Context: an optimization exercise on an open-source flow, tuned for small area, a short achievable clock period and few clock cycles. The choices shown serve that exercise and are no tape-out recipe.
The RTL was checked by simulation tests, not by an equivalence proof against the original design.
Power is estimated from default activity; no workload was simulated.

== JK ==
## fib
module fib (
        ap_clk,
        ap_rst,
        ap_start,
        ap_done,
        ap_idle,
        ap_ready,
        n,
        ap_return
);
input   ap_clk;
input   ap_rst;
input   ap_start;
output   ap_done;
output   ap_idle;
output   ap_ready;
input  [31:0] n;
output  [63:0] ap_return;
reg busy;         
reg done_r;       
reg init;         
reg [5:0] ph;     
reg cy;           
reg bw;           
reg nz;           
reg [63:0] a;     
reg [63:0] b;     
reg [31:0] r;     
wire in_tab = (n[31:7] == 25'd0);
wire [63:0] rom;
fib_rom u_rom (
    .x0(n[6]), .x1(n[5]), .x2(n[4]), .x3(n[3]), .x4(n[2]), .x5(n[1]), .x6(n[0]),
    .z00(rom[0]),
    .z01(rom[1]),
    .z02(rom[2]),
    .z03(rom[3]),
    .z04(rom[4]),
    .z05(rom[5]),
    .z06(rom[6]),
    .z07(rom[7]),
    .z08(rom[8]),
    .z09(rom[9]),
    .z10(rom[10]),
    .z11(rom[11]),
    .z12(rom[12]),
    .z13(rom[13]),
    .z14(rom[14]),
    .z15(rom[15]),
    .z16(rom[16]),
    .z17(rom[17]),
    .z18(rom[18]),
    .z19(rom[19]),
    .z20(rom[20]),
    .z21(rom[21]),
    .z22(rom[22]),
    .z23(rom[23]),
    .z24(rom[24]),
    .z25(rom[25]),
    .z26(rom[26]),
    .z27(rom[27]),
  ...
==> module fib, before the edit <==
module fib (
        ap_clk,
        ap_rst,
        ap_start,
        ap_done,
        ap_idle,
        ap_ready,
        n,
        ap_return
);
input   ap_clk;
input   ap_rst;
input   ap_start;
output   ap_done;
output   ap_idle;
output   ap_ready;
input  [31:0] n;
output  [63:0] ap_return;
reg busy;         
reg done_r;       
reg init;         
reg [5:0] ph;     
reg cy;           
reg bw;           
reg nz;           
reg [63:0] a;     
reg [63:0] b;     
reg [31:0] r;     
wire in_tab = (n[31:7] == 25'd0);
wire [63:0] rom;
fib_rom u_rom (
    .x0(n[6]), .x1(n[5]), .x2(n[4]), .x3(n[3]), .x4(n[2]), .x5(n[1]), .x6(n[0]),
    .z00(rom[0]),
    .z01(rom[1]),
    .z02(rom[2]),
    .z03(rom[3]),
    .z04(rom[4]),
    .z05(rom[5]),
    .z06(rom[6]),
    .z07(rom[7]),
    .z08(rom[8]),
    .z09(rom[9]),
    .z10(rom[10]),
    .z11(rom[11]),
    .z12(rom[12]),
    .z13(rom[13]),
    .z14(rom[14]),
    .z15(rom[15]),
    .z16(rom[16]),
    .z17(rom[17]),
    .z18(rom[18]),
    .z19(rom[19]),
    .z20(rom[20]),
    .z21(rom[21]),
    .z22(rom[22]),
    .z23(rom[23]),
    .z24(rom[24]),
    .z25(rom[25]),
    .z26(rom[26]),
    .z27(rom[27]),
    .z28(rom[28]),
    .z29(rom[29]),
    .z30(rom[30]),
    .z31(rom[31]),
    .z32(rom[32]),
    .z33(rom[33]),
    .z34(rom[34]),
    .z35(rom[35]),
    .z36(rom[36]),
    .z37(rom[37]),
    .z38(rom[38]),
    .z39(rom[39]),
    .z40(rom[40]),
    .z41(rom[41]),
    .z42(rom[42]),
    .z43(rom[43]),
    .z44(rom[44]),
    .z45(rom[45]),
    .z46(rom[46]),
    .z47(rom[47]),
    .z48(rom[48]),
    .z49(rom[49]),
    .z50(rom[50]),
    .z51(rom[51]),
    .z52(rom[52]),
    .z53(rom[53]),
    .z54(rom[54]),
    .z55(rom[55]),
    .z56(rom[56]),
    .z57(rom[57]),
    .z58(rom[58]),
    .z59(rom[59]),
    .z60(rom[60]),
    .z61(rom[61]),
    .z62(rom[62]),
    .z63(rom[63])
);
wire ph0  = (ph == 6'd0);
wire ph63 = (ph == 6'd63);
wire a0 = a[0];
wire b0 = b[0];
wire cin = ph0 ? 1'b0 : cy;
wire s = a0 ^ b0 ^ cin;
wire a_in = init ? 1'b0 : b0;
wire b_in = init ? ph0 : s;
wire r0 = r[0];
wire bin = ph0 ? 1'b1 : bw;
wire dec = ph[5] ? r0 : (r0 ^ bin);
wire r_in = init ? n[ph[4:0]] : dec;
wire nz_n = ph[5] ? nz : ((~ph0 & nz) | dec);
wire last = ph63 & (init ? n[31] : ~nz);
always @(posedge ap_clk) begin
    a <= busy ? {a_in, a[63:1]} : rom;
    b <= {b_in, b[63:1]};
    r <= {r_in, r[31:1]};
    cy <= (a0 & b0) | (cin & (a0 ^ b0));
    bw <= ~r0 & bin;
    nz <= nz_n;
    ph <= busy ? ph + 6'd1 : 6'd0;
    init <= busy ? (init & ~ph63) : 1'b1;
end
always @(posedge ap_clk) begin
    if (ap_rst) begin
        busy <= 1'b0;
        done_r <= 1'b0;
    end else if (~busy) begin
        busy <= ap_start;
        done_r <= ap_start & in_tab;
    end else if (done_r) begin
        busy <= 1'b0;
        done_r <= 1'b0;
    end else begin
        done_r <= last;
    end
end
assign ap_done = done_r;
assign ap_ready = done_r;
assign ap_idle = ~ap_start & ~busy;
assign ap_return = a;
endmodule
clock: 4.5 ns
lec_check: 0
abc_area: 1
cap_margin: 20
cell_pad_in_sites_detail_placement: 1
cell_pad_in_sites_global_placement: 2
core_margin: 2
core_utilization: 30
place_density: 0.35
setup_slack_margin: 2.3
slew_margin: 20
standard.sh (not shown) runs the stock make flow with config.mk's settings and CLKGATE_MAP_FILE= SYNTH_SCRIPT=/design/flow/synth_recipe.tcl, a recipe that flattens the netlist after the stock synthesis.
==> flow/flow/run.sh <==
#!/bin/bash
# The standard layout, with plain buffers (rather than delay cells) on the ports, and sizing free
# to change a cell's footprint so those buffers and the logic can be resized for timing.
set -euo pipefail
bash standard.sh \
  "BUFFER_PORTS_ARGS=-buffer_cell sky130_fd_sc_hd__buf_2" \
  MATCH_CELL_FOOTPRINT=0 \
  finish > standard_flow.log 2>&1
JK | status: complete | timing, DRC, antenna: pass
Testbench counts of JK, summed over its fixed seeds: cycles 1,024.
The inputs of MS differ from those of JK as listed below.
--- a/flow/design.v
+++ b/flow/design.v
@@ -16,10 +16,11 @@
 output   ap_ready;
 input  [31:0] n;
 output  [63:0] ap_return;
 reg busy;         
 reg done_r;       
+reg idle_r;       
 reg init;         
 reg [5:0] ph;     
 reg cy;           
 reg bw;           
 reg nz;           
@@ -104,40 +105,43 @@
 wire a_in = init ? 1'b0 : b0;
 wire b_in = init ? ph0 : s;
 wire r0 = r[0];
 wire bin = ph0 ? 1'b1 : bw;
 wire dec = ph[5] ? r0 : (r0 ^ bin);
-wire r_in = init ? n[ph[4:0]] : dec;
+wire r_in = init ? r0 : dec;
 wire nz_n = ph[5] ? nz : ((~ph0 & nz) | dec);
 wire last = ph63 & (init ? n[31] : ~nz);
 always @(posedge ap_clk) begin
     a <= busy ? {a_in, a[63:1]} : rom;
     b <= {b_in, b[63:1]};
-    r <= {r_in, r[31:1]};
+    r <= busy ? {r_in, r[31:1]} : n;
     cy <= (a0 & b0) | (cin & (a0 ^ b0));
     bw <= ~r0 & bin;
     nz <= nz_n;
     ph <= busy ? ph + 6'd1 : 6'd0;
     init <= busy ? (init & ~ph63) : 1'b1;
 end
 always @(posedge ap_clk) begin
     if (ap_rst) begin
         busy <= 1'b0;
+        idle_r <= 1'b1;
         done_r <= 1'b0;
     end else if (~busy) begin
         busy <= ap_start;
+        idle_r <= ~ap_start;
         done_r <= ap_start & in_tab;
     end else if (done_r) begin
         busy <= 1'b0;
+        idle_r <= 1'b1;
         done_r <= 1'b0;
     end else begin
         done_r <= last;
     end
 end
 assign ap_done = done_r;
 assign ap_ready = done_r;
-assign ap_idle = ~ap_start & ~busy;
+assign ap_idle = ~ap_start & idle_r;
 assign ap_return = a;
 endmodule
 module fib_rom ( 
     x0, x1, x2, x3, x4, x5, x6,
     z00, z01, z02, z03, z04, z05, z06, z07, z08, z09, z10, z11, z12, z13,
==> summary.txt <==
- [compare] base=JK new=MS: worst hold slack across all endpoints decreased by 3.4 ps relative to the old numbers, net count after synthesis went up 26, cell area after layout went down 3.9%, proportion of cell area occupied by multi-input gates increased by 2.8 points relative to the old numbers.
- Diff JK -> MS: total power went down 3.0%, switching part of the total power lost 0.62 points, first-pass GRT wire length -3.2%, smallest setup slack after layout down 150 ps.
Testbench counts of MS, summed over its fixed seeds: cycles 1,024.

-- port drivers added, routing unchanged --
In the flow no input, the clock included, has a driving cell. The finished layouts below were timed again as built, in two steps.
Step 1, drivers: a clkbuf_16 drives ap_clk and a buf_2 each remaining input, both assumed.
Step 2 moves the port delays by t, midway between the first and last clock arrival at a register: inputs arrive t later, outputs are due t later. That takes back most of the time a late clock gives input paths.
a / b / c = ideal ports / drivers / drivers and shift; a / b = the first two.
run	t, ns	slack for setup (ns)	cell pins on the clock port's net
JK	0.518	2.190 / 2.083 / 1.565	1
MS	0.518	2.043 / 2.012 / 1.493	1
After both steps setup and hold are still met in every run listed. The setup slack of JK, which loses most, moves by -0.107 ns with the drivers and by -0.625 ns with both steps.
